Context: an optimization exercise on an open-source flow, tuned for small area. The choices shown serve that exercise and are no tape-out recipe. In this exercise RTL edits were held to simulation tests only and were not proved equivalent to the original. Power is estimated from default activity; no workload was simulated.

## flow/design.v (module list and top-level ports; edited modules follow where they fit)
// module bank_sram_16x16_1rw1r: 24 lines
// module priority_fsm: 79 lines
// module port_prioritizer: 110 lines
// module port_deprioritizer: 184 lines
// module validity_mask: 87 lines
// module validity_filter: 90 lines
// module queue_steerer: 193 lines
// module port_r_serializer: 75 lines
// module port_rw_serializer: 87 lines
// module port_deserializer: 48 lines
// module bank_out_arb: 92 lines
// module memory_bank_logic: 372 lines
// module mask: 7 lines
// module memory_banks_cluster: 236 lines
// module triple_ported_memory: 168 lines
module triple_ported_memory (
    input   wire    [11:0]      port1_addr,
    input   wire    [11:0]      port2_addr,
    input   wire    [11:0]      port3_addr,
    input   wire    [15:0]      port1_data_in,
    input   wire    [15:0]      port2_data_in,
    input   wire    [15:0]      port3_data_in,
    input   wire                port1_wen,  
    input   wire                port2_wen,
    input   wire                port3_wen,
    input   wire                port1_valid_in,
    input   wire                port2_valid_in,
    input   wire                port3_valid_in,
    input   wire                clk,
    input   wire                reset_n,
    input   wire                halt, 
    output  wire    [15:0]      port1_data_out,
    output  wire    [15:0]      port2_data_out,
    output  wire    [15:0]      port3_data_out,    
    output  wire                port1_valid_out,
    output  wire                port2_valid_out,
    output  wire                port3_valid_out,
    output  wire                freeze_inputs
);
  // ...
==> flow/run.sh <==
#!/bin/bash
# synth_recipe.tcl (not shown) runs the flow's synth.tcl, then flattens the netlist and writes it again
# the make line also repeats each setting of config.mk as NAME=value (left out here)
make -C /OpenROAD-flow-scripts/flow DESIGN_CONFIG=/design/flow/config.mk WORK_HOME=/design/flow/orfs CLKGATE_MAP_FILE= SYNTH_SCRIPT=/design/flow/synth_recipe.tcl finish
==> flow/config.mk <==
export PLATFORM = sky130hd
export DESIGN_NAME = triple_ported_memory
export DESIGN_NICKNAME = triple_ported_memory
export VERILOG_FILES = /design/flow/design.v
export SDC_FILE = /design/flow/constraint.sdc
export NUM_CORES = 4
export LEC_CHECK = 0
export CAP_MARGIN = 20
export CORE_MARGIN = 2
export CORE_UTILIZATION = 45
export PLACE_DENSITY = 0.6
export SLEW_MARGIN = 20
==> flow/constraint.sdc <==
create_clock -name core_clock -period 8.0 [get_ports {clk}]
set_input_delay 1.6000 -clock core_clock [delete_from_list [all_inputs] [get_ports {clk}]]
set_output_delay 1.6000 -clock core_clock [all_outputs]
set_load 0.01 [all_outputs]
==> results_dict.tcl, run 1 <==
set metrics [dict create \
    grt_usage_pct 34.2 \
    multi_input_area_share_pct 38.0 \
    slowest_delay_ns 1.07 \
    clk_pin_slew_worst_paths_ns 0.06 \
    multi_input_cells 6185 \
    clock_path_buffers 3 \
    numCtsBuffers 188 \
    hold_path_depth 1 \
    path_delay_family "simple AND/OR/NAND/NOR gates" \
    overflow 0 \
    die_x_um 456 \
    port_buffers 126 \
    synthArstFlopShare_pct 33.8 \
    syn_area_per_cell_um2 10.3 \
    p_leak_nw 37.2 \
    totalWireLength_um 368000 \
    p_int_mw 18.7 \
    hold_class "reg2reg" \
    reg2regPathDepth 11 \
    min-delay-start "bank_cluster.bank[2].r_serializer.queue1_data[1]" \
    synth_nets 8999 \
    powerComb_mw 11.7 \
    busiest_layer "met2" \
    synthCells 8906 \
    firstDrtPassIters 11 \
    whs_endpoint "bank_cluster.bank[2].r_serializer.queue1_data[1]" \
    synth_top_flop_cell "edfxtp_1" \
    power_mw 32.0 \
    seq_share_pct 47.3 \
    layout_common_cells "1,396 x nand2_1, 1,152 x edfxtp_1, 660 x o21ai_0" \
    grt_max_degree 202 \
    worst-path-buf-inv 1 \
    rsz0062_at_grt "false" \
    status "timing/DRC/antenna clean" \
    syn_to_final_growth_pct 13.3 \
    synth_compound_area_share_pct 22.1 \
    final_area_mm2 0.104 \
    placed_cell_area_mm2 0.0980 \
    initial_core_util_pct 45.1 \
    grt_use_met2_pct 53.2 \
    synth-xor-area-share_pct 0.0285 \
    slew_headroom_pct 14.1 \
    crit_chain "or3b_2, a32o_1, nand2_1, nand3_1, a21oi_1, o31ai_2, a222oi_1, mux2_2, nand2_1, nor3b_2, buf_4" \
    core_mm2 0.204 \
]
==> module triple_ported_memory, before the edit <==
module triple_ported_memory (
    input   wire    [11:0]      port1_addr,
    input   wire    [11:0]      port2_addr,
    input   wire    [11:0]      port3_addr,
    input   wire    [15:0]      port1_data_in,
    input   wire    [15:0]      port2_data_in,
    input   wire    [15:0]      port3_data_in,
    input   wire                port1_wen,  
    input   wire                port2_wen,
    input   wire                port3_wen,
    input   wire                port1_valid_in,
    input   wire                port2_valid_in,
    input   wire                port3_valid_in,
    input   wire                clk,
    input   wire                reset_n,
    input   wire                halt, 
    output  wire    [15:0]      port1_data_out,
    output  wire    [15:0]      port2_data_out,
    output  wire    [15:0]      port3_data_out,    
    output  wire                port1_valid_out,
    output  wire                port2_valid_out,
    output  wire                port3_valid_out,
    output  wire                freeze_inputs
);
reg    [11:0]      port1_addr_reg;
reg    [11:0]      port2_addr_reg;
reg    [11:0]      port3_addr_reg;
reg    [15:0]      port1_data_in_reg;
reg    [15:0]      port2_data_in_reg;
reg    [15:0]      port3_data_in_reg;
reg                port1_wen_reg; 
reg                port2_wen_reg;
reg                port3_wen_reg;
reg                port1_valid_in_reg;
reg                port2_valid_in_reg;
reg                port3_valid_in_reg;
always @ (posedge clk, negedge reset_n) begin
    if(~reset_n) begin
        port1_addr_reg      <= 0;
        port2_addr_reg      <= 0;
        port3_addr_reg      <= 0;
        port1_data_in_reg   <= 0;
        port2_data_in_reg   <= 0;
        port3_data_in_reg   <= 0;
        port1_wen_reg       <= 0; 
        port2_wen_reg       <= 0;
        port3_wen_reg       <= 0;
        port1_valid_in_reg  <= 0;
        port2_valid_in_reg  <= 0;
        port3_valid_in_reg  <= 0;
    end
    else if(~postbc_freeze_inputs) begin
        port1_addr_reg      <= port1_addr;
        port2_addr_reg      <= port2_addr;
        port3_addr_reg      <= port3_addr;
        port1_data_in_reg   <= port1_data_in;
        port2_data_in_reg   <= port2_data_in;
        port3_data_in_reg   <= port3_data_in;
        port1_wen_reg       <= port1_wen;
        port2_wen_reg       <= port2_wen;
        port3_wen_reg       <= port3_wen;
        port1_valid_in_reg  <= port1_valid_in;
        port2_valid_in_reg  <= port2_valid_in;
        port3_valid_in_reg  <= port3_valid_in;
    end
end
wire [2:0] port_priority;
wire    postbc_freeze_inputs;
priority_fsm priority_generator(
    .port1_valid(port1_valid_in_reg),
    .port2_valid(port2_valid_in_reg),
    .port3_valid(port3_valid_in_reg),
    .clk(clk),
    .reset_n(reset_n),
    .halt(postbc_freeze_inputs),
    .port_priority(port_priority)
);
wire    [11:0]      postp_port1_addr;
wire    [11:0]      postp_port2_addr;
wire    [11:0]      postp_port3_addr;
wire    [15:0]      postp_port1_data_in;
wire    [15:0]      postp_port2_data_in;
wire    [15:0]      postp_port3_data_in;
wire                postp_port1_wen; 
wire                postp_port2_wen;
wire                postp_port3_wen;
wire                postp_port1_valid_in;
wire                postp_port2_valid_in;
wire                postp_port3_valid_in;
wire    [1:0]       port1_original_pid;
wire    [1:0]       port2_original_pid;
wire    [1:0]       port3_original_pid;
port_prioritizer #(.WIDTH(29)) prioritizer (
    .port1_data({port1_addr_reg, port1_data_in_reg, port1_wen_reg}),
    .port1_valid(port1_valid_in_reg),
    .port2_data({port2_addr_reg, port2_data_in_reg, port2_wen_reg}),
    .port2_valid(port2_valid_in_reg),
    .port3_data({port3_addr_reg, port3_data_in_reg, port3_wen_reg}),
    .port3_valid(port3_valid_in_reg),
    .port_priority(port_priority),
    .priority1_data({postp_port1_addr, postp_port1_data_in, postp_port1_wen}),
    .priority1_valid(postp_port1_valid_in),
    .priority1_orig_pid(port1_original_pid),
    .priority2_data({postp_port2_addr, postp_port2_data_in, postp_port2_wen}),
    .priority2_valid(postp_port2_valid_in),
    .priority2_orig_pid(port2_original_pid),
    .priority3_data({postp_port3_addr, postp_port3_data_in, postp_port3_wen}),
    .priority3_valid(postp_port3_valid_in),
    .priority3_orig_pid(port3_original_pid)
);
wire    [1:0]       postbc_port1_orig_id;
wire    [1:0]       postbc_port2_orig_id;
wire    [1:0]       postbc_port3_orig_id;
wire    [15:0]      postbc_port1_data;
wire    [15:0]      postbc_port2_data;
wire    [15:0]      postbc_port3_data;
wire                postbc_port1_valid;
wire                postbc_port2_valid;
wire                postbc_port3_valid;
assign freeze_inputs = postbc_freeze_inputs;
memory_banks_cluster bank_cluster(
    .port1_req_tag_in(port1_original_pid),
    .port2_req_tag_in(port2_original_pid),
    .port3_req_tag_in(port3_original_pid),
    .port1_addr(postp_port1_addr),
    .port2_addr(postp_port2_addr),
    .port3_addr(postp_port3_addr),
    .port1_data_in(postp_port1_data_in),
    .port2_data_in(postp_port2_data_in),
    .port3_data_in(postp_port3_data_in),
    .port1_wen(postp_port1_wen),
    .port2_wen(postp_port2_wen),
    .port3_wen(postp_port3_wen),
    .port1_valid(postp_port1_valid_in),
    .port2_valid(postp_port2_valid_in),
    .port3_valid(postp_port3_valid_in),
    .clk(clk),
    .reset_n(reset_n),
    .halt(halt),
    .port1_req_tag_out(postbc_port1_orig_id),
    .port2_req_tag_out(postbc_port2_orig_id),
    .port3_req_tag_out(postbc_port3_orig_id),
    .port1_data_out(postbc_port1_data),
    .port2_data_out(postbc_port2_data),
    .port3_data_out(postbc_port3_data),
    .port1_valid_out(postbc_port1_valid),
    .port2_valid_out(postbc_port2_valid),
    .port3_valid_out(postbc_port3_valid),
    .freeze_inputs(postbc_freeze_inputs)
);  
port_deprioritizer #(.WIDTH(16)) deprioritizer(
    .port1_orig_id (postbc_port1_orig_id),
    .port2_orig_id (postbc_port2_orig_id),
    .port3_orig_id (postbc_port3_orig_id),
    .port1_data_in (postbc_port1_data),
    .port2_data_in (postbc_port2_data),
    .port3_data_in (postbc_port3_data),
    .port1_valid_in (postbc_port1_valid),
    .port2_valid_in (postbc_port2_valid),
    .port3_valid_in (postbc_port3_valid),
    .port1_data_out (port1_data_out),
    .port2_data_out (port2_data_out),
    .port3_data_out (port3_data_out),
    .port1_valid_out (port1_valid_out),
    .port2_valid_out (port2_valid_out),
    .port3_valid_out (port3_valid_out)
);
endmodule
==> run 2, diff against run 1 <==
==> flow/design.v (replaced) <==
`timescale 1ns/1ps
module triple_ported_memory (
    input   wire    [11:0]      port1_addr,
    input   wire    [11:0]      port2_addr,
    input   wire    [11:0]      port3_addr,
    input   wire    [15:0]      port1_data_in,
    input   wire    [15:0]      port2_data_in,
    input   wire    [15:0]      port3_data_in,
    input   wire                port1_wen,
    input   wire                port2_wen,
    input   wire                port3_wen,
    input   wire                port1_valid_in,
    input   wire                port2_valid_in,
    input   wire                port3_valid_in,
    input   wire                clk,
    input   wire                reset_n,
    input   wire                halt,
    output  wire    [15:0]      port1_data_out,
    output  wire    [15:0]      port2_data_out,
    output  wire    [15:0]      port3_data_out,
    output  wire                port1_valid_out,
    output  wire                port2_valid_out,
    output  wire                port3_valid_out,
    output  wire                freeze_inputs
);
reg  [2:0]  iv;
reg  [2:0]  iw;
reg  [5:0]  ia1, ia2, ia3;
reg  [15:0] id1, id2, id3;
reg         b12, b13, b23;
reg         p1v, p1w;
reg  [5:0]  p1a;
reg  [15:0] p1d;
reg  [1:0]  p1p;
reg         p2v;
reg  [5:0]  p2a;
reg  [15:0] p2d;
reg  [2:0]  rv;
reg  [15:0] rd1, rd2, rd3;
reg  [2:0]  ov;
reg  [15:0] od1, od2, od3;
reg  [15:0] m0 [0:15];
reg  [15:0] m1 [0:15];
reg  [15:0] m2 [0:15];
reg  [15:0] m3 [0:15];
wire busy = p1v;
wire act  = ~halt;
wire fire = ~halt & ~busy;
assign freeze_inputs = halt | busy;
assign port1_valid_out = ov[0];
assign port2_valid_out = ov[1];
assign port3_valid_out = ov[2];
assign port1_data_out  = od1;
assign port2_data_out  = od2;
assign port3_data_out  = od3;
always @(posedge clk or negedge reset_n) begin
    if (!reset_n)
        iv <= 3'b000;
    else if (fire)
        iv <= {port3_valid_in, port2_valid_in, port1_valid_in};
end
always @(posedge clk) begin
    if (fire) begin
        iw  <= {port3_wen, port2_wen, port1_wen};
        ia1 <= port1_addr[5:0];
        ia2 <= port2_addr[5:0];
        ia3 <= port3_addr[5:0];
        id1 <= port1_data_in;
        id2 <= port2_data_in;
        id3 <= port3_data_in;
    end
end
always @(posedge clk or negedge reset_n) begin
    if (!reset_n) begin
        b12 <= 1'b1;
        b13 <= 1'b1;
        b23 <= 1'b1;
    end
    else if (fire) begin
        if (iv[0] ^ iv[1]) b12 <= iv[0];
        if (iv[0] ^ iv[2]) b13 <= iv[0];
        if (iv[1] ^ iv[2]) b23 <= iv[1];
    end
end
wire [1:0] k1 = ia1[1:0];
wire [1:0] k2 = ia2[1:0];
wire [1:0] k3 = ia3[1:0];
wire s12 = iv[0] & iv[1] & (k1 == k2);
wire s13 = iv[0] & iv[2] & (k1 == k3);
wire s23 = iv[1] & iv[2] & (k2 == k3);
wire w21 = s12 & ~b12 & iw[1];    
wire w31 = s13 & ~b13 & iw[2];
wire w12 = s12 &  b12 & iw[0];
wire w32 = s23 & ~b23 & iw[2];
wire w13 = s13 &  b13 & iw[0];
wire w23 = s23 &  b23 & iw[1];
wire r21 = s12 & ~b12 & ~iw[1];
wire r31 = s13 & ~b13 & ~iw[2];
wire r12 = s12 &  b12 & ~iw[0];
wire r32 = s23 & ~b23 & ~iw[2];
wire r13 = s13 &  b13 & ~iw[0];
wire r23 = s23 &  b23 & ~iw[1];
wire aw1 = (s12 & iw[1]) | (s13 & iw[2]);
wire aw2 = (s12 & iw[0]) | (s23 & iw[2]);
wire aw3 = (s13 & iw[0]) | (s23 & iw[1]);
function [1:0] stage;
    input w, wa, wb, ra, rb, aw;
    begin
        if (w)
            stage = {wa & wb, wa ^ wb};
        else if (aw)
            stage = {1'b0, ra | rb};
        else
            stage = {1'b0, ra & rb};
    end
endfunction
wire [1:0] st1 = stage(iw[0], w21, w31, r21, r31, aw1);
wire [1:0] st2 = stage(iw[1], w12, w32, r12, r32, aw2);
wire [1:0] st3 = stage(iw[2], w13, w23, r13, r23, aw3);
wire n1 = iv[0] & (st1 == 2'd0);
wire n2 = iv[1] & (st2 == 2'd0);
wire n3 = iv[2] & (st3 == 2'd0);
wire q1 = iv[0] & (st1 == 2'd1);
wire q2 = iv[1] & (st2 == 2'd1);
wire q3 = iv[2] & (st3 == 2'd1);
wire u1 = iv[0] & (st1 == 2'd2);
wire u2 = iv[1] & (st2 == 2'd2);
wire u3 = iv[2] & (st3 == 2'd2);
always @(posedge clk or negedge reset_n) begin
    if (!reset_n) begin
        p1v <= 1'b0;
        p2v <= 1'b0;
    end
    else if (act) begin
        if (busy) begin
            p1v <= p2v;
            p2v <= 1'b0;
        end
        else begin
            p1v <= q1 | q2 | q3;
            p2v <= u1 | u2 | u3;
        end
    end
end
always @(posedge clk) begin
    if (act) begin
        if (busy) begin
            p1w <= 1'b1;
            p1a <= p2a;
            p1d <= p2d;
        end
        else begin
            p1w <= q1 ? iw[0] : q2 ? iw[1] : iw[2];
            p1a <= q1 ? ia1 : q2 ? ia2 : ia3;
            p1d <= q1 ? id1 : q2 ? id2 : id3;
            p1p <= q1 ? 2'd1 : q2 ? 2'd2 : 2'd3;
            p2a <= u1 ? ia1 : u2 ? ia2 : ia3;
            p2d <= u1 ? id1 : u2 ? id2 : id3;
        end
    end
end
wire wn1 = n1 & iw[0];
wire wn2 = n2 & iw[1];
wire wn3 = n3 & iw[2];
genvar b;
generate
    for (b = 0; b < 4; b = b + 1) begin : bank
        wire sel1 = fire & wn1 & (k1 == b);
        wire sel2 = fire & wn2 & (k2 == b);
        wire sel3 = fire & wn3 & (k3 == b);
        wire selp = act & busy & p1w & (p1a[1:0] == b);
        wire        we   = sel1 | sel2 | sel3 | selp;
        wire [3:0]  row  = busy ? p1a[5:2] : sel1 ? ia1[5:2] : sel2 ? ia2[5:2] : ia3[5:2];
        wire [15:0] data = busy ? p1d : sel1 ? id1 : sel2 ? id2 : id3;
        if (b == 0) begin : w0
            always @(posedge clk) if (we) m0[row] <= data;
        end
        if (b == 1) begin : w1
            always @(posedge clk) if (we) m1[row] <= data;
        end
        if (b == 2) begin : w2
            always @(posedge clk) if (we) m2[row] <= data;
        end
        if (b == 3) begin : w3
            always @(posedge clk) if (we) m3[row] <= data;
        end
    end
endgenerate
function [15:0] rdmem;
    input [5:0] a;
    begin
        case (a[1:0])
            2'd0: rdmem = m0[a[5:2]];
            2'd1: rdmem = m1[a[5:2]];
            2'd2: rdmem = m2[a[5:2]];
            default: rdmem = m3[a[5:2]];
        endcase
    end
endfunction
wire [5:0] ra1 = busy ? p1a : ia1;
wire [5:0] ra2 = busy ? p1a : ia2;
wire [5:0] ra3 = busy ? p1a : ia3;
wire pr = p1v & ~p1w;
wire [2:0] rnow = busy ? {pr & (p1p == 2'd3), pr & (p1p == 2'd2), pr & (p1p == 2'd1)}
                       : {n3 & ~iw[2], n2 & ~iw[1], n1 & ~iw[0]};
always @(posedge clk or negedge reset_n) begin
    if (!reset_n) begin
        rv <= 3'b000;
        ov <= 3'b000;
    end
    else if (act) begin
        rv <= rnow;
        ov <= rv;
    end
end
always @(posedge clk) begin
    if (act) begin
        rd1 <= rdmem(ra1);
        rd2 <= rdmem(ra2);
        rd3 <= rdmem(ra3);
        od1 <= rd1;
        od2 <= rd2;
        od3 <= rd3;
    end
end
endmodule
==> run 2 against run 1 <==
Compared with the run above:
- power is 49% lower
- still clean on timing, DRC and antenna
- critical endpoint is now m3[12][9]
- largest power group is now registers
- utilization is 0.10 points lower
- sequential share of layout area is 2.5 points higher
- combinational power is 81% lower
- critical path depth is 1 lower
==> results_dict.tcl, run 2 <==
set metrics [dict create \
    status "timing/DRC/antenna clean" \
    endpoint_kind "flip-flop" \
    cts_tree "built" \
    final_common_cell "edfxtp_1" \
    initial_core_util_pct 45.3 \
    crit_required_ns 8.48 \
    whs_endpoint "od1[8]" \
    min_period_over_period_pct 67.7 \
    post-route-min-period_ns 5.41 \
    core_mm2 0.148 \
    finalHoldViolations 0 \
    criticalPathCategory "reg2reg" \
    pin_count 145 \
    overflow 0 \
    rr_endpoint "m3[12][9]" \
    antenna_found_initial 19 \
    p_leak_nw 23.6 \
    synthCells 4050 \
    cts_resized 0 \
    via_per_inst 7.09 \
    die_h_um 390 \
    maxCapViolCount 0 \
    slew_headroom_pct 17.3 \
    synth_area_mm2 0.0669 \
    placed_cell_area_mm2 0.0707 \
    netlist.area_leader.share_pct 55.5 \
    clkLatencyLatePin_ns 0.81 \
    drt_iter0_drc 6519 \
    grt_max_degree 138 \
    final_area_mm2 0.0754 \
    yosysMostFrequentCell "edfxtp_1" \
    post_cts_buffers 0 \
    vias 43600 \
    hold_path_depth 0 \
    p_clk_share_pct 39.8 \
    ctsHoldBuffers 0 \
    ff2ff_setup_slack_ns 2.59 \
    peakVddDrop_v 0.000217 \
    ys_warn_count 1 \
    syn_to_final_growth_pct 12.7 \
    path_max_fanout 12 \
    p_int_mw 12.1 \
    synth_nets 4149 \
    reg2regPathDepth 10 \
    synth_top_cell_by_area "edfxtp_1" \
    holdWs_ns 0.414 \
    drv_slew 0 \
    grt_usage_pct 29.3 \
    reg2reg_from "ia3[1]" \
    remaining_drc_errors 0 \
    die_x_um 390 \
    power_frac_seq_pct 46.4 \
    synth_top_cells_by_area "edfxtp_1 55%, mux4_2 26%, a22oi_1 2.2%" \
    tns_ns 0 \
    grt_pass1_wl_um 312000 \
    cts_root_buffer "clkbuf_16" \
    die-area_mm2 0.152 \
    gp_congestion 0.904 \
    utilization_pct 51.0 \
    synth_edf_count 1236 \
    p_comb_share_pct 13.8 \
    min-delay-start "rd1[8]" \
    synth_top_flop_cell "edfxtp_1" \
    firstDrtPassIters 6 \
    wire_per_inst_um 36.2 \
    rsz0062_at_grt "false" \
    final-setup-viol-count 0 \
    hold_class "reg2reg" \
    layout_common_cells "1,236 x edfxtp_1, 768 x mux4_2, 221 x nand2_1" \
    port_buffers 126 \
    synth_cell_types 73 \
    cp.arrival_ns 5.89 \
    clk_pin_slew_worst_paths_ns 0.06 \
    power.switching_mw 4.28 \
    htree_levels 4 \
    tightest_slew_ns 1.24 \
    cp-start-kind "flip-flop" \
    netlist_top_cells_count "1,236 x edfxtp_1, 768 x mux4_2, 221 x nand2_1" \
    layout-drive-gt1-share_pct 29.7 \
    numCtsBuffers 140 \
    row_count 141 \
    swShare_pct 26.1 \
    dp_hpwl_um 137000 \
    clock-sinks 1250 \
    cp-startpoint "ia3[1]" \
    max_freq_mhz 185 \
    clock_path_buffers 3 \
    final_nets 4182 \
    synthArstFlopShare_pct 1.12 \
    totalWireLength_um 222000 \
    final_antenna_net_count 0 \
    powerDensity_mw_per_mm2 217 \
    ys_ff_latch 1250 \
    seq_area_frac_synth_pct 56.0 \
    grt_pass1_vias 42200 \
    syn_area_per_cell_um2 16.5 \
    fin_skew_ns 0.0340 \
]
## run 2: cell types whose count changed after synthesis, sizes merged, moves of 372 or more
cell,delta
clkbuf,-372
mux4,+766
mux2i,-489
a21oi,-532
dfrtp,-576
o21ai,-458
nand2,-1178
## run 2: cell type report
type,count,area (µm²)
multi-input combinational,2401,28300
timing repair buffer,276,2490
fill,11900,72300
clock buffer,173,3690
tap,1930,2410
inverter,14,60.1
clock inverter,78,895
sequential,1250,37500
antenna,17,42.5
## run 2: worst max-delay path by stage
stage,slack (ns),depth (start not counted),end
floorplan,1.90,9,m1[10][0]
global placement,2.12,11,m3[13][10]
detailed placement,2.02,11,m3[12][10]
CTS,2.62,10,m3[12][9]
global route,2.35,10,m3[13][9]
finish,2.59,10,m3[12][9]
## run 2: stage by stage
step	power [mW]	cells	worst slack (ns)
after CTS	16.4	6121	2.62
after floorplan	9.05	4050	1.90
final	16.4	6139	2.59
after global routing	16.8	6133	2.35
after detailed placement	9.95	5870	2.02
after global placement	9.94	5870	2.12
## run 2: kinds of logic (layout without fill, tap and decap cells)
| group | after synthesis | count (layout) | share of synthesized area (%) |
|---|---|---|---|
| AO/OA/AOI/OAI | 735 | 735 | 7.43 |
| multiplexers | 869 | 869 | 27.4 |
| AND/OR/NAND/NOR | 785 | 785 | 6.27 |
| other | 0 | 17 | 0 |
| buffers and inverters | 399 | 541 | 2.69 |
| XOR/XNOR | 6 | 6 | 0.0786 |
| flip-flops | 1250 | 1250 | 56.0 |
| adder cells (fa/ha/maj) | 6 | 6 | 0.112 |
## run 2: layer usage
layer  GRT usage, %  vias to the layer above  wire, µm
li1               -                    17600         -
met1           38.7                    22700     81300
met2           44.4                     2721    102000
met3           8.62                      511     27100
met4           14.7                       12     11900
met5              0                        -        95
## run 2: worst max-delay path: stages, from the launching register on
cell and delay [ns]:
edfxtp_1 0.80, xnor2_1 0.19, nand3_1 0.24, nor3_1 0.22
ha_1 0.27, nand4bb_1 0.65, nor3_2 0.65, a21oi_1 0.16
nand2b_1 0.57, a211oi_4 0.94, buf_4 0.37
## run 2: power by group through the flow
stage / sequential, mW / clock (mW) / combinational, mW
3_5_place_dp: 7.73 / 0 / 2.22
5_1_grt: 7.61 / 6.85 / 2.35
2_1_floorplan: 7.67 / 0 / 1.38
3_3_place_gp: 7.73 / 0 / 2.21
4_1_cts: 7.59 / 6.58 / 2.23
6_report: 7.60 / 6.52 / 2.26
==> run 3, diff against run 2 <==
--- a/flow/design.v
+++ b/flow/design.v
@@ -34,5 +34,5 @@
 reg  [1:0]  p1p;
 reg         p2v;
-reg  [5:0]  p2a;
+reg  [5:2]  p2a;
 reg  [15:0] p2d;
 reg  [2:0]  rv;
@@ -40,8 +40,5 @@
 reg  [2:0]  ov;
 reg  [15:0] od1, od2, od3;
-reg  [15:0] m0 [0:15];
-reg  [15:0] m1 [0:15];
-reg  [15:0] m2 [0:15];
-reg  [15:0] m3 [0:15];
+reg  [1023:0] mem;
 wire busy = p1v;
 wire act  = ~halt;
@@ -143,19 +140,32 @@
     end
 end
+wire [3:0] ps1 = {busy, ~busy & q3, ~busy & q2, ~busy & q1};
+wire [2:0] ps2 = {u3, u2, u1};
+wire [15:0] p1d_n;
+wire [3:0]  p1r_n;
+wire [15:0] p2d_n;
+wire [3:0]  p2r_n;
+genvar j;
+generate
+    for (j = 0; j < 16; j = j + 1) begin : pd
+        tpm_sel4 u1 (.s(ps1), .d({p2d[j], id3[j], id2[j], id1[j]}), .y(p1d_n[j]));
+        tpm_sel3 u2 (.s(ps2), .d({id3[j], id2[j], id1[j]}), .y(p2d_n[j]));
+    end
+    for (j = 0; j < 4; j = j + 1) begin : pa
+        tpm_sel4 u1 (.s(ps1), .d({p2a[j+2], ia3[j+2], ia2[j+2], ia1[j+2]}), .y(p1r_n[j]));
+        tpm_sel3 u2 (.s(ps2), .d({ia3[j+2], ia2[j+2], ia1[j+2]}), .y(p2r_n[j]));
+    end
+endgenerate
 always @(posedge clk) begin
     if (act) begin
-        if (busy) begin
-            p1w <= 1'b1;
-            p1a <= p2a;
-            p1d <= p2d;
-        end
-        else begin
-            p1w <= q1 ? iw[0] : q2 ? iw[1] : iw[2];
-            p1a <= q1 ? ia1 : q2 ? ia2 : ia3;
-            p1d <= q1 ? id1 : q2 ? id2 : id3;
-            p1p <= q1 ? 2'd1 : q2 ? 2'd2 : 2'd3;
-            p2a <= u1 ? ia1 : u2 ? ia2 : ia3;
-            p2d <= u1 ? id1 : u2 ? id2 : id3;
-        end
+        p1a[5:2] <= p1r_n;
+        p1d      <= p1d_n;
+    end
+    if (fire) begin
+        p1w      <= q1 ? iw[0] : q2 ? iw[1] : iw[2];
+        p1a[1:0] <= q1 ? k1 : q2 ? k2 : k3;
+        p1p      <= q1 ? 2'd1 : q2 ? 2'd2 : 2'd3;
+        p2a[5:2] <= p2r_n;
+        p2d      <= p2d_n;
     end
 end
@@ -163,45 +173,81 @@
 wire wn2 = n2 & iw[1];
 wire wn3 = n3 & iw[2];
-genvar b;
-generate
-    for (b = 0; b < 4; b = b + 1) begin : bank
-        wire sel1 = fire & wn1 & (k1 == b);
-        wire sel2 = fire & wn2 & (k2 == b);
-        wire sel3 = fire & wn3 & (k3 == b);
-        wire selp = act & busy & p1w & (p1a[1:0] == b);
-        wire        we   = sel1 | sel2 | sel3 | selp;
-        wire [3:0]  row  = busy ? p1a[5:2] : sel1 ? ia1[5:2] : sel2 ? ia2[5:2] : ia3[5:2];
-        wire [15:0] data = busy ? p1d : sel1 ? id1 : sel2 ? id2 : id3;
-        if (b == 0) begin : w0
-            always @(posedge clk) if (we) m0[row] <= data;
-        end
-        if (b == 1) begin : w1
-            always @(posedge clk) if (we) m1[row] <= data;
-        end
-        if (b == 2) begin : w2
-            always @(posedge clk) if (we) m2[row] <= data;
-        end
-        if (b == 3) begin : w3
-            always @(posedge clk) if (we) m3[row] <= data;
-        end
-    end
-endgenerate
-function [15:0] rdmem;
-    input [5:0] a;
-    begin
-        case (a[1:0])
-            2'd0: rdmem = m0[a[5:2]];
-            2'd1: rdmem = m1[a[5:2]];
-            2'd2: rdmem = m2[a[5:2]];
-            default: rdmem = m3[a[5:2]];
-        endcase
-    end
-endfunction
-wire [5:0] ra1 = busy ? p1a : ia1;
-wire [5:0] ra2 = busy ? p1a : ia2;
-wire [5:0] ra3 = busy ? p1a : ia3;
+wire [3:0]  wbe;
+wire [15:0] wrow [0:3];
+wire [15:0] wdat [0:3];
+genvar b, g;
+generate
+    for (b = 0; b < 4; b = b + 1) begin : wbank
+        wire [3:0] ws = {busy, ~busy & wn3 & (k3 == b), ~busy & wn2 & (k2 == b), ~busy & wn1 & (k1 == b)};
+        wire [3:0] row;
+        for (j = 0; j < 16; j = j + 1) begin : d
+            tpm_sel4 u (.s(ws), .d({p1d[j], id3[j], id2[j], id1[j]}), .y(wdat[b][j]));
+        end
+        for (j = 0; j < 4; j = j + 1) begin : r
+            tpm_sel4 u (.s(ws), .d({p1a[j+2], ia3[j+2], ia2[j+2], ia1[j+2]}), .y(row[j]));
+        end
+        assign wbe[b]  = act & (busy ? (p1w & (p1a[1:0] == b)) : |ws[2:0]);
+        assign wrow[b] = 16'd1 << row;
+    end
+    for (g = 0; g < 64; g = g + 1) begin : word
+        always @(posedge clk)
+            if (wbe[g % 4] & wrow[g % 4][g / 4])
+                mem[g*16 +: 16] <= wdat[g % 4];
+    end
+endgenerate
+wire rn1 = n1 & ~iw[0];
+wire rn2 = n2 & ~iw[1];
+wire rn3 = n3 & ~iw[2];
+wire isb2 = rn2 & rn1 & s12;
+wire isb3 = rn3 & ((rn1 & s13) | (rn2 & s23));
+wire [15:0] da [0:3];
+wire [15:0] db;
+generate
+    for (b = 0; b < 4; b = b + 1) begin : rbank
+        wire [3:0] as = {busy, ~busy & rn3 & ~isb3 & (k3 == b), ~busy & rn2 & ~isb2 & (k2 == b), ~busy & rn1 & (k1 == b)};
+        wire [3:0] row;
+        for (j = 0; j < 4; j = j + 1) begin : r
+            tpm_sel4 u (.s(as), .d({p1a[j+2], ia3[j+2], ia2[j+2], ia1[j+2]}), .y(row[j]));
+        end
+        wire [15:0] rsel = 16'd1 << row;
+        for (j = 0; j < 16; j = j + 1) begin : bt
+            wire [15:0] col;
+            for (g = 0; g < 16; g = g + 1) begin : w
+                assign col[g] = mem[(g*4+b)*16 + j];
+            end
+            tpm_sel16 u (.s(rsel), .d(col), .y(da[b][j]));
+        end
+    end
+endgenerate
+wire [5:0]  bad  = isb2 ? ia2 : ia3;
+wire [63:0] bsel = 64'd1 << bad;
+generate
+    for (j = 0; j < 16; j = j + 1) begin : bbit
+        wire [63:0] col;
+        for (g = 0; g < 64; g = g + 1) begin : w
+            assign col[g] = mem[g*16 + j];
+        end
+        tpm_sel64 u (.s(bsel), .d(col), .y(db[j]));
+    end
+endgenerate
+wire [1:0] rk1 = busy ? p1a[1:0] : k1;
+wire [1:0] rk2 = busy ? p1a[1:0] : k2;
+wire [1:0] rk3 = busy ? p1a[1:0] : k3;
+wire ub2 = isb2 & ~busy;
+wire ub3 = isb3 & ~busy;
+wire [3:0] h1 = 4'd1 << rk1;
+wire [3:0] h2 = ub2 ? 4'd0 : 4'd1 << rk2;
+wire [3:0] h3 = ub3 ? 4'd0 : 4'd1 << rk3;
+wire [15:0] rr1, rr2, rr3;
+generate
+    for (j = 0; j < 16; j = j + 1) begin : route
+        tpm_sel4 u1 (.s(h1), .d({da[3][j], da[2][j], da[1][j], da[0][j]}), .y(rr1[j]));
+        tpm_sel5 u2 (.s({ub2,  h2}), .d({db[j],  da[3][j], da[2][j], da[1][j], da[0][j]}), .y(rr2[j]));
+        tpm_sel5 u3 (.s({ub3,  h3}), .d({db[j],  da[3][j], da[2][j], da[1][j], da[0][j]}), .y(rr3[j]));
+    end
+endgenerate
 wire pr = p1v & ~p1w;
 wire [2:0] rnow = busy ? {pr & (p1p == 2'd3), pr & (p1p == 2'd2), pr & (p1p == 2'd1)}
-                       : {n3 & ~iw[2], n2 & ~iw[1], n1 & ~iw[0]};
+                       : {rn3, rn2, rn1};
 always @(posedge clk or negedge reset_n) begin
     if (!reset_n) begin
@@ -216,7 +262,7 @@
 always @(posedge clk) begin
     if (act) begin
-        rd1 <= rdmem(ra1);
-        rd2 <= rdmem(ra2);
-        rd3 <= rdmem(ra3);
+        rd1 <= rr1;
+        rd2 <= rr2;
+        rd3 <= rr3;
         od1 <= rd1;
         od2 <= rd2;
@@ -225,2 +271,30 @@
 end
 endmodule
+module tpm_sel8 (input wire [7:0] s, input wire [7:0] d, output wire y);
+    assign y = |(s & d);
+endmodule
+module tpm_sel16 (input wire [15:0] s, input wire [15:0] d, output wire y);
+    wire [1:0] p;
+    tpm_sel8 g0 (.s(s[7:0]),  .d(d[7:0]),  .y(p[0]));
+    tpm_sel8 g1 (.s(s[15:8]), .d(d[15:8]), .y(p[1]));
+    assign y = |p;
+endmodule
+module tpm_sel64 (input wire [63:0] s, input wire [63:0] d, output wire y);
+    wire [7:0] p;
+    genvar i;
+    generate
+        for (i = 0; i < 8; i = i + 1) begin : g
+            tpm_sel8 u (.s(s[8*i+7:8*i]), .d(d[8*i+7:8*i]), .y(p[i]));
+        end
+    endgenerate
+    assign y = |p;
+endmodule
+module tpm_sel5 (input wire [4:0] s, input wire [4:0] d, output wire y);
+    assign y = |(s & d);
+endmodule
+module tpm_sel4 (input wire [3:0] s, input wire [3:0] d, output wire y);
+    assign y = |(s & d);
+endmodule
+module tpm_sel3 (input wire [2:0] s, input wire [2:0] d, output wire y);
+    assign y = |(s & d);
+endmodule
--- a/flow/config.mk
+++ b/flow/config.mk
@@ -9,4 +9,8 @@
 export CORE_MARGIN = 2
 export CORE_UTILIZATION = 45
+export CTS_CLUSTER_DIAMETER = 100
+export CTS_CLUSTER_SIZE = 20
 export PLACE_DENSITY = 0.6
 export SLEW_MARGIN = 20
+export SYNTH_HIERARCHICAL = 1
+export SYNTH_MINIMUM_KEEP_SIZE = 0
==> run 3 against run 2 <==
Compared with the run above:
- still clean on timing, DRC and antenna
- combinational power decreased by 17%
- flip-flop and latch count is 2 lower
- first-iteration DRC count is 38% higher
- worst hold slack gained 0.0072 ns
- sequential power hardly changed
- synthesized cell count down 5.4%
- count of clock-buffer cells in the layout fell by 92
- setup slack worse by 0.75 ns
- critical endpoint is now rd2[15]
- largest cell class unchanged
==> results_dict.tcl, run 3 <==
set metrics [dict create \
    powerDensity_mw_per_mm2 217 \
    seq_area_frac_synth_pct 68.3 \
    ys_warn_count 7 \
    cp-start-kind "flip-flop" \
    core_mm2 0.120 \
    path_max_fanout 70 \
    clkLatencyLatePin_ns 0.71 \
    final_nets 4258 \
    synthArstFlopShare_pct 1.12 \
    cp.arrival_ns 6.70 \
    cts_resized 0 \
    cts_root_buffer "clkbuf_16" \
    endpoint_kind "flip-flop" \
    synth_top_family_by_area "compound AO/OA/AOI/OAI gates" \
    criticalPathCategory "reg2reg" \
    via_per_inst 7.55 \
    reg2reg_from "p1v" \
    rr_endpoint "rd2[15]" \
    final-setup-viol-count 0 \
    synth_top_cell_by_area "edfxtp_1" \
    rsz0062_at_grt "false" \
    drv_slew 0 \
    peakVddDrop_v 0.000167 \
    overflow 0 \
    totalWireLength_um 273000 \
    slowest_stage "nor2_2" \
    numCtsBuffers 73 \
    synthCells 3833 \
    htree_levels 3 \
    dp_hpwl_um 200000 \
    hold_class "reg2reg" \
    grt_max_degree 75 \
    grt_pass1_vias 39500 \
    path_delay_family "simple AND/OR/NAND/NOR gates" \
    final_antenna_net_count 0 \
    clock-sinks 1248 \
    gp_congestion 1.10 \
    fin_ws_ns 1.84 \
    synth_compound_area_share_pct 19.9 \
    syn_to_final_growth_pct 12.7 \
    dpl_worst_slack_ns 2.12 \
    syn_area_per_cell_um2 14.3 \
    initial_core_util_pct 45.5 \
    vias 43700 \
    post_cts_buffers 0 \
    remaining_drc_errors 0 \
    die_x_um 353 \
    maxCapViolCount 0 \
    netlist_top_cells_count "1,320 x a22oi_1, 1,234 x edfxtp_1, 259 x nand4_1" \
    layout_common_cells "1,320 x a22oi_1, 1,234 x edfxtp_1, 259 x nand4_1" \
    synth_edf_count 1234 \
    layout-drive-gt1-share_pct 9.68 \
    grt_usage_pct 42.8 \
    clk_pin_slew_worst_paths_ns 0.09 \
    netlist.area_leader.share_pct 67.7 \
    cp.depth 14 \
    worst-path-buf-inv 1 \
    synth_area_mm2 0.0547 \
    dp_cells 5690 \
    min_period_over_period_pct 77.0 \
    clock_path_buffers 3 \
    die-area_mm2 0.124 \
    port_buffers 126 \
    largest_register_ffs 1024 \
    synth_cell_types 67 \
    crit_required_ns 8.54 \
    antenna_found_initial 13 \
    cp-endpoint "rd2[15]" \
    synth.area.mux_share_pct 1.36 \
    synth_simple_gate_area_share_pct 9.33 \
    synth-xor-area-share_pct 0.0960 \
    fin_skew_ns 0.0510 \
    firstDrtPassIters 9 \
    tns_ns 0 \
    holdWs_ns 0.421 \
    finalHoldViolations 0 \
    pin_count 145 \
    synth_top_cells_by_area "edfxtp_1 68%, a22oi_1 18%, nand4_1 3.0%" \
    cts_tree "built" \
    yosysMostFrequentCell "a22oi_1" \
    post-route-min-period_ns 6.16 \
    max_freq_mhz 162 \
    drt_iter0_drc 9006 \
    reg2regPathDepth 14 \
    instances_no_fill 5789 \
    slew_headroom_pct 9.59 \
    ctsHoldBuffers 0 \
    ff2ff_setup_slack_ns 1.84 \
    row_count 127 \
    synth_top_flop_cell "edfxtp_1" \
    crit_chain "inv_2, nand2_1, a311oi_1, nor3b_1, and2_1, a22oi_1, nand2_1, nand2b_1, nor2_2, a22oi_1, nand4_1, or2_1, a22oi_1, nand2_1" \
    tightest_slew_ns 1.36 \
    synthAdderAreaFrac_pct 0.137 \
    grt_pass1_wl_um 357000 \
    wire_per_inst_um 47.2 \
    cp-startpoint "p1v" \
    p_leak_nw 19.7 \
    slowest_delay_ns 0.89 \
    die_h_um 353 \
    status "timing/DRC/antenna clean" \
    ys_ff_latch 1248 \
    synth_nets 3932 \
    final_common_cell "a22oi_1" \
]
-- run 3: cell families (layout without fill, tap and decap cells) --
kind of cell	after synthesis	in the layout
buffers and inverters	94	433
XOR/XNOR	6	6
other	0	5
flip-flops	1248	1248
adder cells (fa/ha/maj)	6	6
AND/OR/NAND/NOR	976	976
AO/OA/AOI/OAI	1430	1430
multiplexers	73	73
-- run 3: per-module statistics from Yosys, one instance, submodules excluded, a selection --
| module | flops+latches | cell area (µm²) | copies in the design | cells inside |
|---|---|---|---|---|
| tpm_sel5 | 0 | 21.3 | 32 | 3 |
| tpm_sel3 | 0 | 13.8 | 20 | 2 |
| tpm_sel8 | 0 | 36.3 | 256 | 5 |
| tpm_sel64 | 0 | 16.3 | 16 | 3 |
| tpm_sel16 | 0 | 6.26 | 64 | 1 |
| tpm_sel4 | 0 | 18.8 | 132 | 3 |
-- run 3: cell type report --
cell class | count | area, µm²
clock buffer | 81 | 1920
fill | 10400 | 58600
sequential | 1248 | 37400
antenna | 5 | 12.5
tap | 1612 | 2020
timing repair buffer | 306 | 2670
clock inverter | 7 | 66.3
multi-input combinational | 2491 | 17400
inverter | 39 | 151
-- run 3: worst min-delay path by stage --
stage | endpoint | start | slack [ns] | cells past startpoint
5_1_grt | od3[14] | rd3[14] | 0.43 | 0
4_1_cts | od2[14] | rd2[14] | 0.42 | 0
2_1_floorplan | od1[0] | rd1[0] | 0.40 | 0
3_5_place_dp | od2[0] | rd2[0] | 0.40 | 0
3_3_place_gp | od1[3] | rd1[3] | 0.40 | 0
6_report | od2[12] | rd2[12] | 0.42 | 0
-- run 3: layer usage --
| metal | share of wire, % | vias up | track usage, % |
|---|---|---|---|
| met4 | 7.9 | 6 | 26.8 |
| met1 | 36 | 22100 | 56.0 |
| li1 | - | 17200 | - |
| met5 | 0.054 | - | 0.792 |
| met2 | 40 | 3820 | 58.3 |
| met3 | 16 | 573 | 18.4 |
-- run 3: per-stage QoR --
stage | util (%) | area (µm²) | power (mW)
after floorplan | - | 54700 | 8.47
final | 51.3 | 61700 | 13.4
after CTS | 51.2 | 61600 | 13.2
after global routing | 51.3 | 61700 | 13.6
after detailed placement | 49.5 | 59600 | 9.48
after global placement | 49.5 | 59600 | 9.47
-- run 3: power breakdown --
group	switching, mW	internal (mW)	total [mW]
Clock	2.18	1.72	3.90
Combinational	1.42	0.455	1.87
Sequential	0.129	7.47	7.60
Total	3.73	9.64	13.4
==> run 4, diff against run 3 <==
--- a/flow/config.mk
+++ b/flow/config.mk
@@ -9,6 +9,4 @@
 export CORE_MARGIN = 2
 export CORE_UTILIZATION = 45
-export CTS_CLUSTER_DIAMETER = 100
-export CTS_CLUSTER_SIZE = 20
 export PLACE_DENSITY = 0.6
 export SLEW_MARGIN = 20
==> run 4 against run 3 <==
Compared with the run above:
- clock power grew 63%
- largest cell class unchanged
- final cell count increased by 2.7%
- first-iteration DRC count rose by 0.62%
- power rose by 18%
- critical path depth did not move
- flip-flop and latch count unchanged
- worst hold slack got worse by 0.0055 ns
- final area rose by 3.9%
- setup slack got worse by 0.053 ns
- synthesized area unchanged
- largest power group unchanged
- sequential power about the same
- fmax shrank 0.85%
==> results_dict.tcl, run 4 <==
set metrics [dict create \
    largest_register_ffs 1024 \
    slowest_delay_ns 0.93 \
    htree_levels 4 \
    initial_core_util_pct 45.5 \
    status "timing/DRC/antenna clean" \
    synthAdderAreaFrac_pct 0.137 \
    antenna_found_initial 9 \
    p_comb_share_pct 11.9 \
    final_common_cell "a22oi_1" \
    ys_ff_latch 1248 \
    p_int_mw 11.6 \
    power.switching_mw 4.22 \
    crit_chain "xnor2_1, and3_1, a311oi_1, nor3b_1, and2_1, a22oi_1, nand2_1, nand2b_1, nor2_2, a22oi_1, nand4_1, or2_1, a22oi_1, nand2_1" \
    netlist.area_leader.share_pct 67.7 \
    p_clk_share_pct 40.1 \
    post_cts_buffers 0 \
    drt_iter0_drc 9062 \
    syn_area_per_cell_um2 14.3 \
    clock-sinks 1248 \
    final_antenna_net_count 0 \
    fin_skew_ns 0.0272 \
    post-route-min-period_ns 6.21 \
    layout_common_cells "1,320 x a22oi_1, 1,234 x edfxtp_1, 259 x nand4_1" \
    dp_hpwl_um 200000 \
    synth_top_cell_by_area "edfxtp_1" \
    remaining_drc_errors 0 \
    utilization_pct 53.3 \
    slew_headroom_pct 4.03 \
    swShare_pct 26.6 \
    wire_per_inst_um 46.3 \
    crit_path_frequent_cell "a22oi_1" \
    worst-path-buf-inv 0 \
    path_max_fanout 16 \
    power_frac_seq_pct 48.1 \
    final_nets 4323 \
    numCtsBuffers 139 \
    overflow 0 \
    synth-xor-area-share_pct 0.0960 \
    maxCapViolCount 0 \
    cts_resized 0 \
    yosysMostFrequentCell "a22oi_1" \
    synth_edf_count 1234 \
    p_leak_nw 20.9 \
    clock_path_buffers 3 \
    tns_ns 0 \
    synth_top_family_by_area "compound AO/OA/AOI/OAI gates" \
    synth_area_mm2 0.0547 \
    die_x_um 353 \
    netlist_top_cells_count "1,320 x a22oi_1, 1,234 x edfxtp_1, 259 x nand4_1" \
    ys_warn_count 7 \
    port_buffers 126 \
    seq_area_frac_synth_pct 68.3 \
    endpoint_kind "flip-flop" \
    synth_nets 3932 \
    slowest_stage "nor2_2" \
    vias 44200 \
    min_period_over_period_pct 77.7 \
    syn_to_final_growth_pct 17.1 \
    die-area_mm2 0.124 \
    clkLatencyLatePin_ns 0.78 \
    firstDrtPassIters 9 \
    path_delay_family "simple AND/OR/NAND/NOR gates" \
    tightest_slew_ns 1.42 \
    grt_pass1_wl_um 360000 \
    layout-drive-gt1-share_pct 11.9 \
    core_mm2 0.120 \
    synth.area.mux_share_pct 1.36 \
    synth_cell_types 67 \
    synth_top_cells_by_area "edfxtp_1 68%, a22oi_1 18%, nand4_1 3.0%" \
    cp-start-kind "flip-flop" \
    peakVddDrop_v 0.000236 \
    grt_max_degree 75 \
    gp_congestion 1.10 \
    synthCells 3833 \
    row_count 127 \
    totalWireLength_um 275000 \
    ctsHoldBuffers 0 \
    synth_compound_area_share_pct 19.9 \
    crit_required_ns 8.62 \
    hold_class "reg2reg" \
    via_per_inst 7.43 \
    pin_count 145 \
    cp.arrival_ns 6.83 \
    clk_pin_slew_worst_paths_ns 0.06 \
    synthArstFlopShare_pct 1.12 \
    grt_pass1_vias 40200 \
    final-setup-viol-count 0 \
    grt_usage_pct 43.2 \
    rsz0062_at_grt "false" \
    fillers 10200 \
    synth_top_flop_cell "edfxtp_1" \
    synth_simple_gate_area_share_pct 9.33 \
    max_freq_mhz 161 \
    die_h_um 353 \
    finalHoldViolations 0 \
    powerDensity_mw_per_mm2 247 \
    cts_root_buffer "clkbuf_16" \
    cts_tree "built" \
    drv_slew 0 \
    criticalPathCategory "reg2reg" \
]
run 4: power by group through the flow:
stage / sequential (mW) / combinational (mW) / clock [mW]
6_report: 7.61 / 1.88 / 6.35
5_1_grt: 7.63 / 1.88 / 6.61
4_1_cts: 7.61 / 1.74 / 6.35
3_5_place_dp: 7.74 / 1.74 / 0
3_3_place_gp: 7.74 / 1.73 / 0
2_1_floorplan: 7.71 / 0.762 / 0
run 4: path summary, 6_finish.rpt:
check,endpoint,slack [ns],cells after the start,from
worst min register to register,od3[9],0.42,0,rd3[9]
min in group asynchronous,rv[2],1.24,1,reset_n
worst min-delay path,od3[9],0.42,0,rd3[9]
worst max register to register,rd2[15],1.79,14,ia2[1]
max in group asynchronous,p1v,6.26,1,reset_n
worst max-delay path,rd2[15],1.79,14,ia2[1]
run 4: layer usage:
metal  track usage [%]  vias up  wire (µm)
met1              56.2    22300      99400
li1                  -    17500          -
met3              18.9      614      43800
met4              27.4        4      21300
met2              58.9     3783     111000
met5                 0        -         31
run 4: per-stage QoR:
stage               power (mW)  setup WS [ns]  hold WS, ns  cell area (µm²)  cells
CTS                       15.7           2.11        0.418            64000   5933
global route              16.1           1.79        0.423            64100   5938
global placement          9.47           2.23        0.401            59600   5688
detailed placement        9.48           2.12        0.405            59600   5690
floorplan                 8.47           1.42        0.400            54700   3833
finish                    15.8           1.79        0.416            64100   5943
run 4: final cells by class:
type / count / area [µm²] / area share [%]
flip-flops and latches: 1248 / 37400 / 58.3
multi-input cells: 2491 / 17400 / 27.2
clock buffers: 173 / 3750 / 5.86
repair buffers: 305 / 2660 / 4.14
well taps: 1612 / 2020 / 3.15
clock inverters: 70 / 672 / 1.05
inverters: 39 / 151 / 0.236
diodes: 5 / 12.5 / 0.0195
run 4: cell families (layout without fill, tap and decap cells):
logic type / after synthesis / count (layout)
other: 0 / 5
AO/OA/AOI/OAI: 1430 / 1430
adder cells (fa/ha/maj): 6 / 6
multiplexers: 73 / 73
AND/OR/NAND/NOR: 976 / 976
XOR/XNOR: 6 / 6
buffers and inverters: 94 / 587
flip-flops: 1248 / 1248
run 4: modules after synthesis (local to each module, per instance):
| module | cells | flip-flops and latches |
|---|---|---|
| tpm_sel8 | 5 | 0 |
| tpm_sel16 | 1 | 0 |
| tpm_sel4 | 3 | 0 |
| tpm_sel3 | 2 | 0 |
| tpm_sel5 | 3 | 0 |
| triple_ported_memory | 1909 | 1248 |
| tpm_sel64 | 3 | 0 |
==> run 5, diff against run 4 <==
--- a/flow/config.mk
+++ b/flow/config.mk
@@ -9,4 +9,6 @@
 export CORE_MARGIN = 2
 export CORE_UTILIZATION = 45
+export CTS_CLUSTER_DIAMETER = 100
+export CTS_CLUSTER_SIZE = 24
 export PLACE_DENSITY = 0.6
 export SLEW_MARGIN = 20
==> run 5 against run 4 <==
Compared with the run above:
- non-clock buffer count is 2 higher
- sequential power hardly changed
- setup slack better by 0.040 ns
- routed wire length is 0.76% lower
- die area stayed put
- combinational power hardly changed
- via count is 1.0% lower
- count of clock-buffer cells in the layout is 107 lower
- synthesized area stayed put
- first-iteration DRC count is 6.3% lower
- final cell count is 2.9% lower
- critical path type unchanged
- largest power group unchanged
- highest routed layer unchanged
==> results_dict.tcl, run 5 <==
set metrics [dict create \
    status "timing/DRC/antenna clean" \
    seq_area_frac_synth_pct 68.3 \
    placed_cell_area_mm2 0.0596 \
    whs_endpoint "od1[4]" \
    synthCells 3833 \
    cp.arrival_ns 6.77 \
    finalHoldViolations 0 \
    synth_top_flop_cell "edfxtp_1" \
    synth_top_cell_by_area "edfxtp_1" \
    rr_endpoint "rd2[15]" \
    syn_to_final_growth_pct 11.9 \
    maxCapViolCount 0 \
    die_x_um 353 \
    cp-start-kind "flip-flop" \
    die-area_mm2 0.124 \
    largest_register_ffs 1024 \
    rsz0062_at_grt "false" \
    port_buffers 126 \
    yosysMostFrequentCell "a22oi_1" \
    drt_iter0_drc 8493 \
    clock-sinks 1248 \
    clkLatencyLatePin_ns 0.76 \
    via_per_inst 7.58 \
    p_leak_nw 19.5 \
    initial_core_util_pct 45.5 \
    wire_per_inst_um 47.3 \
    final_nets 4244 \
    layout-drive-gt1-share_pct 9.29 \
    criticalPathCategory "reg2reg" \
    ff2ff_setup_slack_ns 1.83 \
    synth_cell_types 67 \
    tns_ns 0 \
    dp_cells 5690 \
    path_max_fanout 16 \
    synth_nets 3932 \
    min-delay-start "rd1[4]" \
    power_mw 12.9 \
    final_area_mm2 0.0612 \
    syn_area_per_cell_um2 14.3 \
    cts_resized 0 \
    peakVddDrop_v 0.000181 \
    slew_headroom_pct 8.43 \
    pin_count 145 \
    grt_pass1_wl_um 356000 \
    die_h_um 353 \
    drv_slew 0 \
    totalWireLength_um 273000 \
    dpl_worst_slack_ns 2.12 \
    core_mm2 0.120 \
    layout_common_cells "1,320 x a22oi_1, 1,234 x edfxtp_1, 259 x nand4_1" \
    firstDrtPassIters 7 \
    synthArstFlopShare_pct 1.12 \
    reg2reg_from "ia2[1]" \
    endpoint_kind "flip-flop" \
    ctsHoldBuffers 0 \
    utilization_pct 50.9 \
    cts_tree "built" \
    remaining_drc_errors 0 \
    vias 43700 \
    row_count 127 \
    final_antenna_net_count 0 \
    grt_pass1_vias 39500 \
    instances_no_fill 5770 \
    powerDensity_mw_per_mm2 210 \
    grt_max_degree 75 \
    crit_required_ns 8.59 \
    ys_ff_latch 1248 \
    hold_path_depth 0 \
    post_cts_buffers 0 \
    min_period_over_period_pct 77.2 \
    ys_warn_count 7 \
    synth_edf_count 1234 \
    cts_root_buffer "clkbuf_16" \
    netlist.area_leader.share_pct 67.7 \
    synth_top_cells_by_area "edfxtp_1 68%, a22oi_1 18%, nand4_1 3.0%" \
    final-setup-viol-count 0 \
    holdWs_ns 0.420 \
    netlist_top_cells_count "1,320 x a22oi_1, 1,234 x edfxtp_1, 259 x nand4_1" \
    tightest_slew_ns 1.37 \
    hold_class "reg2reg" \
    fin_skew_ns 0.0508 \
    clock_path_buffers 3 \
    final_common_cell "a22oi_1" \
    reg2regPathDepth 14 \
    grt_usage_pct 42.7 \
    numCtsBuffers 58 \
    fin_ws_ns 1.83 \
    clk_pin_slew_worst_paths_ns 0.10 \
    synth_area_mm2 0.0547 \
    overflow 0 \
    antenna_found_initial 14 \
    max_freq_mhz 162 \
    htree_levels 2 \
    post-route-min-period_ns 6.17 \
    dp_hpwl_um 200000 \
    gp_congestion 1.10 \
]
[run 5: cell counts after synthesis]
No cell type changed its count.
[run 5: kinds of logic after synthesis]
| kind of cell | Yosys count | synth area share, % |
|---|---|---|
| AO/OA/AOI/OAI | 1430 | 19.9 |
| flip-flops | 1248 | 68.3 |
| AND/OR/NAND/NOR | 976 | 9.33 |
| buffers and inverters | 94 | 0.832 |
| multiplexers | 73 | 1.36 |
| XOR/XNOR | 6 | 0.0960 |
| adder cells (fa/ha/maj) | 6 | 0.137 |
[run 5: where the power goes]
group          switching, mW  internal, mW
Sequential             0.129          7.47
Clock                   2.09          1.33
Combinational           1.42         0.454
Total                   3.64          9.25
[run 5: worst max path at each step]
stage,from,to,slack (ns),cells after the start
global placement,ia2[0],rd1[15],2.23,14
detailed placement,ia2[0],rd2[15],2.12,14
finish,ia2[1],rd2[15],1.83,14
global route,ia2[0],rd2[15],1.77,14
CTS,ia2[0],rd2[15],2.12,14
floorplan,halt,iv[0],1.42,4
[run 5: area by class of cell]
cell class | count | area, µm²
Tap cell | 1612 | 2020
Fill cell | 10400 | 59000
Clock buffer | 66 | 1490
Timing Repair Buffer | 307 | 2680
Antenna cell | 3 | 7.51
Sequential cell | 1248 | 37400
Multi-Input combinational cell | 2491 | 17400
Inverter | 39 | 151
Clock inverter | 4 | 46.3
[run 5: modules after synthesis (local to each module, per instance)]
module                area, µm²  cells  flip-flops and latches
tpm_sel5                   21.3      3                       0
triple_ported_memory      41400   1909                    1248
tpm_sel16                  6.26      1                       0
tpm_sel8                   36.3      5                       0
tpm_sel4                   18.8      3                       0
tpm_sel64                  16.3      3                       0
tpm_sel3                   13.8      2                       0
[run 5: critical path, cell delays in order, from the launching register on]
cell and delay (ns):
edfxtp_1 0.74, xnor2_1 0.21, and3_1 0.25, a311oi_1 0.47, nor3b_1 0.67, and2_1 0.30
a22oi_1 0.10, nand2_1 0.64, nand2b_1 0.30, nor2_2 0.91, a22oi_1 0.21, nand4_1 0.25
or2_1 0.64, a22oi_1 0.14, nand2_1 0.19
[run 5: layer usage]
| layer | vias to the layer above | share of wire [%] | track usage [%] |
|---|---|---|---|
| li1 | 17200 | - | - |
| met1 | 22200 | 36 | 55.9 |
| met2 | 3790 | 40 | 58.1 |
| met3 | 564 | 16 | 17.9 |
| met4 | 4 | 8.2 | 27.3 |
| met5 | - | 0.012 | 0 |

==> what the ideal ports hide <==
The flow's constraints put no driver on any port. The routed layouts listed below were extracted and timed again, unchanged, in two steps. Step 1, drivers: a clkbuf_16 drives clk and a buf_2 each remaining input, both assumed. Step 2 also shifts input and output timing later by t, the mid clock arrival at the registers, as if the neighbouring blocks saw the same clock. a / b / c = no drivers / after step 1 / after step 2; a / b = the first two.
run	t (ns)	slack for setup (ns)	worst data-port slew with drivers (ns)
run 1	0.929	1.076 / 1.076 / 0.474	0.05
run 2	0.875	2.587 / 2.587 / 2.015	0.05
run 3	0.772	1.839 / 1.839 / 1.839	0.08
run 4	0.848	1.787 / 1.787 / 1.787	0.08
run 5	0.817	1.826 / 1.826 / 1.826	0.08
After both steps every run listed still meets setup and hold. The setup slack of run 1, which loses most, moves by 0.000 ns with the drivers and by -0.602 ns with both steps.
